Source: an optimization exercise on an open RTL-to-GDS flow (aim: small area and a short achievable clock period). Production flows keep margins and buffers that such runs may drop. No functional check of the RTL was part of any run shown here.

## flow/design.v (module list and top-level ports; edited modules follow where they fit)
// module iir_fa: 4 lines
// module iir_ha: 4 lines
// module iir_gp: 4 lines
// module iir_g: 3 lines
// module iir_gpn: 4 lines
// module iir_gn: 3 lines
// module iir_gpi: 4 lines
// module iir_gi: 3 lines
// module iir_xo: 3 lines
// module iir_xn: 3 lines
// module iir_or: 3 lines
// module pipelined_iir: 10909 lines
module pipelined_iir(clk, reset, x, y);
  // ...
==> flow/flow/run.sh <==
#!/bin/bash
set -euo pipefail
export SETUP_SLACK_MARGIN=16
bash standard.sh MATCH_CELL_FOOTPRINT=0 finish > standard.log 2>&1
==> flow/standard.sh <==
#!/bin/bash
# synth_recipe.tcl (not shown) runs the flow's synth.tcl, then flattens the netlist and writes it again
# the make line also repeats each setting of config.mk as NAME=value (left out here)
make -C /OpenROAD-flow-scripts/flow DESIGN_CONFIG=/design/flow/config.mk WORK_HOME=/design/flow/orfs CLKGATE_MAP_FILE= SYNTH_SCRIPT=/design/flow/synth_recipe.tcl "${@:-finish}"
==> flow/config.mk <==
export PLATFORM = sky130hd
export DESIGN_NAME = pipelined_iir
export DESIGN_NICKNAME = pipelined_iir
export VERILOG_FILES = /design/flow/design.v
export SDC_FILE = /design/flow/constraint.sdc
export NUM_CORES = 8
export LEC_CHECK = 0
export CAP_MARGIN = 40
export CORE_MARGIN = 2
export CORE_UTILIZATION = 45
export SLEW_MARGIN = 40
export SYNTH_HIERARCHICAL = 1
export SYNTH_MINIMUM_KEEP_SIZE = 0
==> flow/constraint.sdc <==
create_clock -name core_clock -period 32.0 [get_ports {clk}]
set_input_delay 6.4000 -clock core_clock [delete_from_list [all_inputs] [get_ports {clk}]]
set_output_delay 6.4000 -clock core_clock [all_outputs]
set_load 0.01 [all_outputs]
==> results_dict.tcl, run 1 <==
set metrics [dict create \
    nClkBuffers 166 \
    top_usage_layer "met2" \
    cts_tree "built" \
    synth-async-reset-ratio_pct 0 \
    finalNetCount 18000 \
    ff_latch_area_sq_um 16700 \
    synth-simple-area-share_pct 5.05 \
    hold_end "w3[0]" \
    worstPathRequired_ps 25600 \
    yosysWarnings 7 \
    finish.utilization_pct 51.0 \
    period_share_pct 52.5 \
    crit_chain "buf_2, buf_12, clkinvlp_4, buf_6, fa_2, fa_2, fa_1, fa_1, ha_4, nand2_4, buf_4, nor2_4, nand2_2, nor2_4, nand2_1, o21ai_4, xor2_1, buf_2" \
    fmax_mhz 59.5 \
    htreeDepth 3 \
    dr.pass1.iters 9 \
    multi_input_area_share_pct 76.5 \
    rsz0062_at_grt "yes" \
    multi_input_area_sq_um 130000 \
    synth.most_common_cell "fa_1" \
    grtUsageMet1_pct 51.6 \
    overflow 0 \
    timing.critical_path.buf_inv 6 \
    status "complete, no violations" \
    root_buffer "clkbuf_16" \
    yosysTopAreaCell "fa_1" \
    dp_hpwl_microns 516000 \
    cp_slowest_cell "fa_1" \
    slew_violations 0 \
    place_ws_ps 13440 \
    grt_pass1_wl_microns 926000 \
    layout_setup_ws_ps 15190 \
    whs_ps 376 \
    dominant-cell-class "multi-input gates" \
    antenna_found_initial 41 \
    r2r-end "s1[58]" \
    drcViolationCount 0 \
    buffer_area_share_pct 3.63 \
]
==> run 2: changes to the inputs <==
==> flow/flow/run.sh (replaced) <==
#!/bin/bash
set -euo pipefail
export SETUP_SLACK_MARGIN=15
bash standard.sh MATCH_CELL_FOOTPRINT=0 finish > standard.log 2>&1
==> run 2 against run 1 <==
- synthesized area stayed put
- routed wire length is 2.5% higher
- cell count about the same
- sequential share of layout area barely moved
- clock skew decreased by 37 ps
- register-to-register slack got worse by 1200 ps
- final area about the same
- hold slack better by 1.5 ps
- critical path type unchanged
==> results_dict.tcl, run 2 <==
set metrics [dict create \
    clk_latency_ps 970 \
    syn_to_final_growth_pct 12.9 \
    setup_viol 0 \
    timing.final.hold_violations 0 \
    viasPerCell 5.91 \
    worst-path-max-fanout 7 \
    synthFlopType "dfxtp_1" \
    criticalPathCategory "input port to output pin" \
    vias 99300 \
    startpoint_type "input port" \
    postCtsHoldBufs 0 \
    r2r-end "s1[58]" \
    cts_num_sinks 829 \
    cts_buffers 125 \
    avgSynthCellArea_sq_um 13.0 \
    antenna_found_initial 26 \
    gp_congestion 1.04 \
    design_area_sq_um 170000 \
    gr-usage-all-layers_pct 41.8 \
    layout_commonest_cell "fa_1" \
    drive_above_1_share_pct 15.5 \
    fill_cells 28900 \
    rsz0062_at_grt "yes" \
    fmax_mhz 58.8 \
    drt_wl_total_microns 679000 \
    hold_depth 1 \
    die_height_microns 582 \
    htreeDepth 3 \
    grt_pass1_wl_microns 943000 \
    slew_headroom_pct 36.8 \
    crit_arrival_ps 10620 \
    port_buffers 65 \
    yosysTopAreaCellShare_pct 64.3 \
    reg2regPathDepth 50 \
    yosys.cell_types.count 67 \
    layout_common_cells "4807 x fa_1, 1963 x inv_1, 832 x ha_1, 782 x dfxtp_1, 617 x nor2_1" \
    clk_pin_slew_ps 60 \
    ys_seq_area_share_pct 11.0 \
    core-area_sq_um 333000 \
    cts_tree "built" \
    worstPathRequired_ps 25600 \
    min_path_type "flop to flop" \
    fin_tns_setup_ps 0 \
    cts_buffer_depth 4 \
    syn-instance-count 11600 \
    die_w_microns 582 \
    synth_area_leaders "fa_1 64%, dfxtp_1 11%, ha_1 7.2%" \
    crit_end "y[26]" \
    cp-end-kind "output pin" \
    dp_hpwl_microns 529000 \
    instances_no_fill 16800 \
    num_rows 212 \
    slew_violations 0 \
    num_io_pins 66 \
    drcViolationCount 0 \
    synth_common_cells "4830 x fa_1, 1972 x inv_1, 864 x ha_1, 829 x dfxtp_1, 692 x nor2_1" \
    status "complete, no violations" \
    max_cap_viol_count 0 \
    drt_iter0_drc 10100 \
    finalNetCount 18000 \
    die_area_sq_um 339000 \
    postRouteAntennaNets 0 \
    worstMarginPinSlew_ps 942 \
    synth-edff-count 0 \
    period_share_pct 53.2 \
    ys_ff_latch 829 \
    syn_area_sq_um 150000 \
    yosysTopAreaCell "fa_1" \
    grt_pass1_vias 112000 \
    r2r_slack_ps 15190 \
    root_buffer "clkbuf_16" \
    grt_max_degree 180 \
    reg2reg_from "qr[9]" \
    placed_area_sq_um 161000 \
    dr.pass1.iters 8 \
    initial_core_util_pct 45.1 \
    synth.most_common_cell "fa_1" \
    synth-async-reset-ratio_pct 0 \
    clock_skew_ps 65.3 \
    fin_crit_ps 17020 \
    wl_per_cell_microns 40.4 \
    overflow 0 \
    dpl.cell_count 16400 \
    worstHoldStart "w6[1]" \
    yosysWarnings 7 \
    setup.worst_path.start "x[13]" \
]
==> run 2: cell types whose count changed in the layout (fill, tap and decap cells not counted), sizes merged <==
cell,delta
bufinv,+4
inv,-1
diode,-2
clkinvlp,+1
buf,-35
dlymetal6s2s,+19
clkinv,+3
clkbuf,+3
==> run 2: layer usage <==
layer  global-route usage, %  up-vias  routed length, microns
met5                   0.709        -                     631
li1                        -    36400                       -
met1                    54.4    54300                  254000
met4                    29.6       22                   64100
met2                    57.7     6272                  278000
met3                    15.4     2336                   81500
==> run 2: metrics by stage <==
step | hold slack [ps] | util [%] | worst slack [ps]
final | 378 | 51.0 | 14980
after detailed placement | 364 | 48.4 | 12620
after global routing | 388 | 51.0 | 14940
after floorplan | 356 | - | 15640
after CTS | 380 | 50.7 | 14920
after global placement | 361 | 48.2 | 12520
==> run 2: repair_timing <==
action,4_1_cts,5_1_grt
buffers inserted,105,69
gates cloned,0,0
pin swaps,104,72
resized for setup,578,76
setup endpoints to repair,43,40
==> run 2: how the worst min path moves through the flow <==
stage	end	slack [ps]
after floorplan	w3[0]	360
final	w5[1]	380
after global routing	w5[2]	390
after detailed placement	w5[1]	360
after CTS	w5[1]	380
after global placement	w6[2]	360
==> run 2: logic make-up (layout without fill, tap and decap cells) <==
kind of cell | Yosys count | in the layout | share of synthesized area, %
other | 1 | 45 | 0.00250
and+or+nand+nor | 1626 | 1626 | 5.05
AOI/OAI and AO/OA | 1003 | 1003 | 5.11
adders and majority gates | 5694 | 5694 | 71.5
xor gates and xnor gates | 328 | 328 | 1.91
DFF | 829 | 829 | 11.0
buffers and inverters | 2105 | 2905 | 5.34
==> run 2: final cells by class <==
cell class | count | area, sq um | area share, %
Inverter | 1972 | 7410 | 4.37
Clock buffer | 166 | 3560 | 2.10
Tap cell | 4387 | 5490 | 3.23
Timing Repair Buffer | 707 | 6090 | 3.59
Clock inverter | 60 | 709 | 0.418
Antenna cell | 30 | 75.1 | 0.0442
Sequential cell | 829 | 16700 | 9.82
Multi-Input combinational cell | 8666 | 130000 | 76.4
==> run 2: worst max-delay path, cell delays in order <==
cell	delay, ps
buf_2	110
buf_12	150
buf_12	160
fa_1	380
fa_1	480
fa_1	500
fa_1	520
ha_4	340
nand2_4	110
o21ai_4	340
a21oi_4	140
o21ai_4	270
buf_4	160
a21oi_2	60
o21ai_4	90
xor2_4	220
clkbuf_2	170
==> run 2: Yosys stat by module (local to each module, per instance) <==
module / cell area [sq um] / flip-flops and latches / copies in the design
iir_gn: 8.76 / 0 / 42
pipelined_iir: 41600 / 829 / 1
iir_gpi: 12.5 / 0 / 212
iir_xo: 8.76 / 0 / 19
iir_ha: 12.5 / 0 / 558
iir_or: 6.26 / 0 / 38
iir_xn: 8.76 / 0 / 53
iir_gpn: 12.5 / 0 / 294
iir_fa: 20.0 / 0 / 4679
iir_gi: 5.00 / 0 / 82

==> separate check: timing with driven ports <==
No port has a modelled driver above. Below, the same layouts with a new extraction and two added sets of constraints.
Step 1 (the two cells are an assumption about what drives the block):
set clk [get_ports {clk}]
set_driving_cell -lib_cell sky130_fd_sc_hd__clkbuf_16 $clk
set_driving_cell -lib_cell sky130_fd_sc_hd__buf_2 [delete_from_list [all_inputs] $clk]
Step 2 moves the port delays by t, midway between the first and last clock arrival at a register: inputs arrive t later, outputs are due t later. That takes back most of the time a late clock gives input paths.
Slacks: ideal ports / drivers / drivers and shift; pairs: ideal ports / drivers.
run	shift t [ns]	slack for setup (ns)	worst setup path after step 2
run 1	1.036	15.186 / 15.123 / 15.123	input to output
run 2	1.040	14.980 / 14.951 / 14.852	input to register
After both steps setup and hold are still met in every run listed. The setup slack of run 2, which loses most, moves by -0.029 ns with the drivers and by -0.128 ns with both steps.
